What follows belongs to an exercise in optimizing a design on an open flow for small area and a short achievable clock period; a production flow would make more cautious choices. Where RTL was checked, it was by simulation tests only, not by an equivalence proof against the original.

Setup of north:
Design part2, start of the top module:
module part2 (
    clear,
    clock,
    digit,
    digit_valid,
    end_of_line,
    total,
    line_result
);
    input clear;
    input clock;
    input [3:0] digit;
    input digit_valid;
    input end_of_line;
    output [63:0] total;
    output [47:0] line_result;
    reg [47:4] z;        
    reg [3:0] x0;        
    reg [39:0] ls;       
    reg [3:0] lg;        
    reg [4:1] lp;        
    reg [63:0] tot;
    integer k;
    reg  [11:1] shr;     
    wire [3:0]  y0 = (shr[1] | (x0 < digit)) ? digit : x0;
    wire [47:0] y = {z, y0};
    reg  [11:1] ysh;
    always @(*) begin
        ysh[11] = y[47:44] < y[43:40];
        for (k = 10; k >= 1; k = k - 1)
            ysh[k] = ysh[k + 1] | (y[4 * k +: 4] < y[4 * k - 4 +: 4]);
    end
    reg  [47:4] zn;
    always @(*)
        for (k = 1; k < 12; k = k + 1)
            zn[4 * k +: 4] = ysh[k] ? y[4 * k - 4 +: 4] : y[4 * k +: 4];
    wire [3:0] r0;    
    assign r0[0] = (y[3:0] == 4'd1) | (y[3:0] == 4'd3) | (y[3:0] == 4'd5) | (y[3:0] == 4'd7) | (y[3:0] == 4'd9) | (y[3:0] == 4'd11) | (y[3:0] == 4'd13) | (y[3:0] == 4'd15);
    assign r0[1] = (y[3:0] == 4'd2) | (y[3:0] == 4'd3) | (y[3:0] == 4'd6) | (y[3:0] == 4'd7);
    assign r0[2] = (y[3:0] == 4'd4) | (y[3:0] == 4'd5) | (y[3:0] == 4'd6) | (y[3:0] == 4'd7);
  ...
For scale: about 120 I/O pins.
Settings: LEC_CHECK=0, ABC_AREA=1, CAP_MARGIN=20, CORE_MARGIN=2, CORE_UTILIZATION=40, SETUP_SLACK_MARGIN=2.6, SLEW_MARGIN=20; clock period 6.5 ns.
standard.sh (not shown) runs the stock make flow with config.mk's settings and CLKGATE_MAP_FILE= SYNTH_SCRIPT=/design/flow/synth_recipe.tcl, a recipe that flattens the netlist after the stock synthesis.
==> flow/flow/run.sh <==
#!/bin/bash
# The standard layout (standard.sh), with these changes:
#  - synthesis leaves adders to ABC as plain gates (ADDER_MAP_FILE empty: no
#    full or half adder cells), so ABC can restructure the arithmetic;
#  - ABC's area script maps for a delay target (flow/abc_area.script) instead
#    of the unreachable default, so it can recover area off the critical paths;
set -euo pipefail
here=$(pwd)
rm -rf "$here/synth_scripts"
cp -r "$FLOW_HOME/scripts" "$here/synth_scripts"
cp "$here/flow/abc_area.script" "$here/synth_scripts/abc_area.script"
bash standard.sh ADDER_MAP_FILE= SCRIPTS_DIR="$here/synth_scripts" synth > synth.log 2>&1
export BUFFER_PORTS_ARGS="-buffer_cell sky130_fd_sc_hd__buf_2"
bash standard.sh ADDER_MAP_FILE= "BUFFER_PORTS_ARGS=$BUFFER_PORTS_ARGS" finish > layout.log 2>&1
==> flow/flow/abc_area.script <==
strash
dch -f
map -D 3000 -A 0.9
topo
stime -c
buffer -c
upsize -c -D 3000
dnsize -c -D 3000
north finished end to end and its layout was clean on timing, DRC and antenna.
diff inputs: north => south
# north
export LEC_CHECK = 0
export ABC_AREA = 1
export CAP_MARGIN = 20
export CORE_MARGIN = 2
export CORE_UTILIZATION = 40
export SETUP_SLACK_MARGIN = 2.6
export SLEW_MARGIN = 20
create_clock -name core_clock -period 6.5 [get_ports {clock}]
# south
export LEC_CHECK = 0
export ABC_AREA = 1
export CAP_MARGIN = 20
export CORE_MARGIN = 2
export CORE_UTILIZATION = 40
export SETUP_SLACK_MARGIN = 2.9
export SLEW_MARGIN = 20
create_clock -name core_clock -period 6.5 [get_ports {clock}]
==> flow/flow/abc_area.script <==
strash
dch -f
map -D 2500 -A 0.9
topo
stime -c
buffer -c
upsize -c -D 2500
dnsize -c -D 2500
Results
- Going from north to south, the synthesized cell area was found to have gone up by 4.3%.
- Clock-buffer cell count: south lower than north
- Cell count up 43 in south wrt north
- Going from north to south, the via count was found to have gone up by 744.
- Delta (south minus north): number of cells upsized or downsized after cts decreased 3, met3 layer usage reported by global route +0.25 points.

Another version of the RTL of part2 (not shown whole).
Size: about 2,800 cells after synthesis, ~16,000 um2 of cells after synthesis.
export LEC_CHECK = 0
export ABC_AREA = 1
export CAP_MARGIN = 20
export CORE_MARGIN = 2
export CORE_UTILIZATION = 40
export CTS_BUF_LIST = sky130_fd_sc_hd__clkbuf_8
export GPL_ROUTABILITY_DRIVEN = 0
export SETUP_SLACK_MARGIN = 2.75
export SLEW_MARGIN = 20
create_clock -name core_clock -period 6.5 [get_ports {clock}]
==> flow/flow/abc_area.script <==
strash
dch -f
map -D 2500 -A 0.9
topo
stime -c
buffer -c
upsize -c -D 2500
dnsize -c -D 2500
Scripts as last shown in full above: flow/flow/run.sh
The starting point finished with timing, DRC and antenna clean.
Rerun with:
Settings changed: CTS_BUF_LIST sky130_fd_sc_hd__clkbuf_8 to sky130_fd_sc_hd__clkbuf_4 sky130_fd_sc_hd__clkbuf_8, GPL_ROUTABILITY_DRIVEN 0 to not set.
Result: Worst setup slack is worse by 0.0083 ns. Synthesized area is unchanged. Utilization is about the same. Via count came out lower by 0.66%.
Rerun with:
Settings changed: CTS_BUF_LIST sky130_fd_sc_hd__clkbuf_4 sky130_fd_sc_hd__clkbuf_8 to not set, CTS_CLUSTER_DIAMETER set to 100, CTS_CLUSTER_SIZE set to 40.
The new run produced a clean layout.
Critical path depth does not change.
Cell area is higher by 0.42%.
Clock-buffer cell count is unchanged.
Non-clock buffer count is lower by 10.
Cell count stays flat.
Worst hold slack degrades by 0.0032 ns.
Die area stays the same.
Maximum frequency is lower by 1.1%.
Global-route usage stays flat.
Rerun with:
Settings changed: CTS_CLUSTER_DIAMETER 100 to not set, CTS_CLUSTER_SIZE 40 to not set, SETUP_SLACK_MARGIN 2.75 to 3.05.
Outcome: Worst setup slack is better by 0.068 ns; synthesized area is unchanged; first-iteration DRC count grows by 0.60%; register-to-register slack improved by 0.05 ns; die area stays the same; via count climbs by 3.1%; non-clock buffer count rose by 70; clock skew hardly moves; final cell count went up by 2.1%.

part2, a different RTL version from the one above (not shown whole).
Size in the first run: ~2,500 cells after synthesis, ~200 flip-flops, roughly 120 I/O pins, about 0.018 mm^2 of cells after synthesis.
clock: 6.5 ns
lec_check: 0
abc_area: 1
cap_margin: 20
core_margin: 2
core_utilization: 40
slew_margin: 20
run.sh (not shown) runs the stock make flow with config.mk's settings and CLKGATE_MAP_FILE= SYNTH_SCRIPT=/design/flow/synth_recipe.tcl, a recipe that flattens the netlist after the stock synthesis.
Stock flow here: none of the scripts above is used.
The baseline went through all stages and came out clean.
Rerun with:
==> flow/flow/run.sh (new file) <==
#!/bin/bash
# The standard layout, except that synthesis maps adders to plain gates
# (no full/half adder cells), so ABC can restructure the arithmetic.
set -euo pipefail
bash standard.sh ADDER_MAP_FILE= finish > standard_flow.log 2>&1
==> flow/standard.sh (new file) <==
#!/bin/bash
# synth_recipe.tcl (not shown) runs the flow's synth.tcl, then flattens the netlist and writes it again
# the make line also repeats each setting of config.mk as NAME=value (left out here)
make -C /OpenROAD-flow-scripts/flow DESIGN_CONFIG=/design/flow/config.mk WORK_HOME=/design/flow/orfs CLKGATE_MAP_FILE= SYNTH_SCRIPT=/design/flow/synth_recipe.tcl "${@:-finish}"
removed: flow/run.sh
=> Clock-buffer cell count came out lower by 2; wire length came out higher by roughly a tenth; first-iteration DRC count came out higher by about a fifth; maximum frequency came out higher by about a fifth.
Rerun with:
SETUP_SLACK_MARGIN = 2.5   (was unset)
What happened: Design area increases by 2.6%; utilization increases by 1.2 points; area after synthesis stays the same; sequential cell count does not change; synthesized cell count stays the same; register-to-register slack gains 0.05 ns; setup slack gains 0.44 ns; clock skew stays flat.
Function was not checked in any run of this note: the RTL went through the layout flow alone.

part2 with an RTL version that a note above also has.
Size: ~160 flip-flops, ~120 I/O pins, roughly 16000 um2 of cells after synthesis.
Design part2, start of the top module:
module part2 (
    clear,
    clock,
    digit,
    digit_valid,
    end_of_line,
    total,
    line_result
);
==> flow/config.mk <==
export PLATFORM = sky130hd
export DESIGN_NAME = part2
export DESIGN_NICKNAME = part2
export VERILOG_FILES = /design/flow/design.v
export SDC_FILE = /design/flow/constraint.sdc
export NUM_CORES = 4
export LEC_CHECK = 0
export ABC_AREA = 1
export CAP_MARGIN = 20
export CORE_MARGIN = 2
export CORE_UTILIZATION = 40
export CTS_BUF_LIST = sky130_fd_sc_hd__clkbuf_8
export SETUP_SLACK_MARGIN = 2.9
export SLEW_MARGIN = 20
==> flow/constraint.sdc <==
create_clock -name core_clock -period 6.5 [get_ports {clock}]
set_input_delay 1.3000 -clock core_clock [delete_from_list [all_inputs] [get_ports {clock}]]
set_output_delay 1.3000 -clock core_clock [all_outputs]
set_load 0.01 [all_outputs]
standard.sh (not shown) runs the stock make flow with config.mk's settings and CLKGATE_MAP_FILE= SYNTH_SCRIPT=/design/flow/synth_recipe.tcl, a recipe that flattens the netlist after the stock synthesis.
==> flow/flow/run.sh <==
#!/bin/bash
# The standard layout (standard.sh), with these changes:
#  - synthesis leaves adders to ABC as plain gates (ADDER_MAP_FILE empty: no
#    full or half adder cells), so ABC can restructure the arithmetic;
#  - ABC's area script maps for a delay target (flow/abc_area.script) instead
#    of the unreachable default, so it can recover area off the critical paths;
set -euo pipefail
here=$(pwd)
rm -rf "$here/synth_scripts"
cp -r "$FLOW_HOME/scripts" "$here/synth_scripts"
cp "$here/flow/abc_area.script" "$here/synth_scripts/abc_area.script"
bash standard.sh ADDER_MAP_FILE= SCRIPTS_DIR="$here/synth_scripts" synth > synth.log 2>&1
export BUFFER_PORTS_ARGS="-buffer_cell sky130_fd_sc_hd__buf_2"
bash standard.sh ADDER_MAP_FILE= "BUFFER_PORTS_ARGS=$BUFFER_PORTS_ARGS" finish > layout.log 2>&1
Scripts as last shown in full above: flow/flow/abc_area.script
The starting point finished with timing, DRC and antenna clean.
Change:
==> flow/flow/abc_area.script (replaced) <==
strash
dch -f
map -D 2300 -A 0.9
topo
stime -c
buffer -c
upsize -c -D 2300
dnsize -c -D 2300
Settings changed: SETUP_SLACK_MARGIN 2.9 to 2.75.
The new run completed with no timing, DRC or antenna violations. Count of clock-buffer cells in the layout increases by 2. Core utilization decreases by 1.3 points. Worst setup slack gets worse by 0.046 ns. Flip-flop and latch count stays the same. Sequential share of layout area stays flat. Hold slack gets worse by 0.0037 ns.

Another version of the RTL of part2 (not shown whole).
Size: ~2,800 cells after synthesis, about 160 flip-flops, about 16,000 um^2 of cells after synthesis.
export LEC_CHECK = 0
export ABC_AREA = 1
export CAP_MARGIN = 20
export CORE_MARGIN = 2
export CORE_UTILIZATION = 40
export SETUP_SLACK_MARGIN = 2.6
export SLEW_MARGIN = 20
create_clock -name core_clock -period 6.5 [get_ports {clock}]
==> flow/flow/abc_area.script <==
strash
dch -f
map -D 2500 -A 0.9
topo
stime -c
buffer -c
upsize -c -D 2500
dnsize -c -D 2500
Scripts as last shown in full above: flow/flow/run.sh
Next try:
==> flow/flow/abc_area.script (replaced) <==
strash
dch -f
map -D 2500 -A 2
topo
stime -c
buffer -c
upsize -c -D 2500
dnsize -c -D 2500
Effect: Register-to-register slack barely changes; setup slack loses 0.033 ns; core utilization went up by 0.18 points; global-route usage went down by 0.59 points; routed wire length went up by 4.3%; critical path depth went up by 2; sequential share of layout area went down by 1.6 points; maximum frequency went down by 0.90%; final cell count went up by 20%.
No functional check of the RTL was part of any run of this note.

## separate check: timing with driven ports
Ports are ideal in the flow. The routed layouts listed here were re-timed in OpenROAD.
Step 1: set_driving_cell puts a clkbuf_16 on clock and a buf_2 on each other input, an assumption about the parent block.
Step 2 adds t to the input delays and takes it off the output delays; t is the mean of the earliest and latest rising clock arrival at the registers after step 1. Input paths then give back, and output paths get back, about the clock's delay inside the block.
a / b / c = ideal ports / drivers / drivers and shift; a / b = the first two.
| run | t, ns | setup slack, ns | worst setup path after step 2 | worst data-port slew with drivers (ns) |
|---|---|---|---|---|
| north | 0.496 | 2.785 / 2.744 / 2.472 | input to register | 0.03 |
| south | 0.512 | 2.952 / 2.896 / 2.625 | input to register | 0.03 |
| the first run of note 2 | 0.575 | 2.908 / 2.852 / 2.650 | input to register | 0.03 |
| the second run of note 2 | 0.565 | 2.899 / 2.848 / 2.621 | input to register | 0.03 |
| the third run of note 2 | 0.514 | 2.861 / 2.805 / 2.688 | input to register | 0.03 |
| the fourth run of note 2 | 0.520 | 2.929 / 2.872 / 2.751 | input to register | 0.03 |
| the first run of note 3 | 0.526 | 1.322 / 1.264 / 1.685 | register to register | 0.03 |
| the second run of note 3 | 0.549 | 2.154 / 2.097 / 2.462 | input to register | 0.03 |
| the third run of note 3 | 0.551 | 2.597 / 2.540 / 2.454 | input to register | 0.03 |
| the first run of note 4 | 0.561 | 2.898 / 2.846 / 2.625 | input to register | 0.08 |
| the second run of note 4 | 0.566 | 2.852 / 2.801 / 2.522 | input to register | 0.03 |
| the first run of note 5 | 0.513 | 2.820 / 2.769 / 2.471 | input to register | 0.04 |
| the second run of note 5 | 0.534 | 2.786 / 2.729 / 2.537 | input to register | 0.03 |
After both steps setup and hold are still met in every run listed. For the first run of note 5, which loses most, drivers alone change the setup slack by -0.051 ns; drivers and shift together by -0.349 ns.
